This is an optimization exercise on Yosys and OpenROAD, whose aim is a short achievable clock period and few clock cycles, not a production implementation. Only simulation tests tie the RTL to the original design; equivalence was not proved. Power and IR drop assume default switching activity.

## run A
// RV32Core
module RV32Core(
    input wire CPU_CLK,
    input wire CPU_RST,
    output wire [31:0] imem_addr,
    input wire [31:0] imem_rdata,
    output wire [31:0] dmem_addr,
    output wire [3:0] dmem_we,
    output wire [31:0] dmem_wdata,
    input wire [31:0] dmem_rdata
    );
    wire clk = CPU_CLK;
    wire rst = CPU_RST;
    integer k;
    wire stall;              
    wire mis_e, mis_m;       
    wire redir = mis_e | mis_m;
    reg  [31:0] pc_f;
    assign imem_addr = pc_f;
    reg  [31:0] btb_v;
    reg  [7:0]  btb_tag [0:31];
    reg  [11:0] btb_tgt [0:31];
    reg  [1:0]  btb_ctr [0:31];
    wire [4:0]  f_idx = pc_f[6:2];
    wire        f_take = btb_v[f_idx] & (btb_tag[f_idx] == pc_f[14:7]) & btb_ctr[f_idx][1];
    wire [31:0] pc_f4 = pc_f + 32'd4;
    wire [31:0] pred_npc = f_take ? {18'b0, btb_tgt[f_idx], 2'b00} : pc_f4;
    wire        e_chk;                  
    wire        e_cond;                 
    wire        eqT_e, eqN_e;           
    wire [31:0] tgt_e, link_e, tgt_m;
    wire        stall_nx;
    wire [31:0] pc_nrm = stall_nx ? pc_f : pred_npc;
    wire        eqT_x;                  
    wire [31:0] tgt_x;                  
    wire [31:0] pc_c1  = (e_chk & ~eqT_x) ? tgt_x  : pc_nrm;
    wire [31:0] pc_c0  = (e_chk & ~eqN_e) ? link_e : pc_nrm;
    always @(posedge clk)
        if (rst)         pc_f <= 32'b0;
        else             pc_f <= e_cond ? pc_c1 : pc_c0;
    reg        v_d;
    reg [31:0] pc_d, npcp_d;
    wire [31:0] instr_d = imem_rdata;
    always @(posedge clk) begin
        if (rst | redir)  v_d <= 1'b0;
        else if (!stall)  v_d <= 1'b1;
        pc_d   <= pc_f;
        npcp_d <= pred_npc;
    end
    wire [6:0] op  = instr_d[6:0];
    wire [2:0] f3  = instr_d[14:12];
  ...
For scale: about 8800 cells after synthesis, roughly 170 I/O pins, about 0.12 sq mm of cells after synthesis.
export LEC_CHECK = 0
export ABC_CLOCK_PERIOD_IN_PS = 3000
export CAP_MARGIN = 35
export CORE_MARGIN = 2
export CORE_UTILIZATION = 30
export PLACE_DENSITY = 0.55
export SLEW_MARGIN = 35
export SYNTH_HIERARCHICAL = 1
export SYNTH_MINIMUM_KEEP_SIZE = 0
create_clock -name core_clock -period 12.0 [get_ports {CPU_CLK}]
standard.sh (not shown) runs the stock make flow with config.mk's settings and CLKGATE_MAP_FILE= SYNTH_SCRIPT=/design/flow/synth_recipe.tcl, a recipe that flattens the netlist after the stock synthesis.
==> flow/flow/run.sh <==
#!/bin/bash
set -euo pipefail
bash standard.sh SETUP_SLACK_MARGIN=9 TNS_END_PERCENT=30 finish > standard_flow.log 2>&1
Testbench counts of run A, summed over its fixed seeds: cycles 17,970.
Input changes introduced in run B (baseline for comparison: run A):
- changing PLACE_DENSITY from 0.55 to 0.45
==> flow/flow/run.sh <==
#!/bin/bash
set -euo pipefail
bash standard.sh SETUP_SLACK_MARGIN=8 TNS_END_PERCENT=20 finish > standard_flow.log 2>&1
[summary]
Run B | stages: all done | timing, DRC, antenna: all pass
Power improves in run B relative to run A.
On switching power as a share of total power, run B tracks run A almost exactly.
Taking run A as the reference, in run B global-route met2 utilization +2.7 points, total of cells resized after clock tree synthesis -1055, routed wire length +about 1.1%.
Diff run A..run B | number of tap cells added at floorplan | unchanged
Run B vs run A — via count dropped by a few percent
The kind of critical path comes out in2reg in one run and reg2reg in the other, namely in run A and run B respectively.
--- input diff run B..run C ---
==> flow/flow/run.sh <==
#!/bin/bash
set -euo pipefail
bash standard.sh SETUP_SLACK_MARGIN=9 TNS_END_PERCENT=30 finish > standard_flow.log 2>&1
- Run B went all the way through the flow, and no timing, DRC or antenna check failed.
- Run C completed end to end with timing, DRC and antenna clean.
- Lower share of final layout cell area taken by non-clock buffers goes to run B over run C.
- Run C ends up with higher reg2reg setup slack than run B does.
- Comparing run B and run C, the lower number of global-route vias before repair is on run B.
- Run C — final cell count without fillers 222 higher, run B as reference

[separate check: timing with driven ports]
No port has a modelled driver above. Below, the same layouts with a new extraction and two added sets of constraints.
Step 1, drivers: a clkbuf_16 drives CPU_CLK and a buf_2 each remaining input, both assumed.
Step 2 times the ports against the registers' clock, not the clock port: input delays grow and output delays shrink by t, the midpoint of the rising clock arrivals with the driver on.
Slacks: no drivers / after step 1 / after step 2; pairs: no drivers / after step 1.
| run | t, ns | setup slack, ns | worst hold slack (ns) | slew at the worst register clock pin (ns) | worst data-port slew with drivers (ns) |
|---|---|---|---|---|---|
| run A | 1.000 | 7.664 / 7.519 / 6.519 | 0.342 / 0.342 / 0.342 | 0.09 / 0.09 | 0.45 |
| run B | 1.000 | 7.645 / 7.395 / 6.395 | 0.269 / 0.269 / 0.269 | 0.07 / 0.07 | 0.56 |
| run C | 1.039 | 7.746 / 7.434 / 6.395 | 0.329 / 0.329 / 0.329 | 0.09 / 0.09 | 0.53 |
After both steps setup and hold are still met in every run listed. For run C, which loses most, drivers alone change the setup slack by -0.312 ns; drivers and shift together by -1.351 ns.
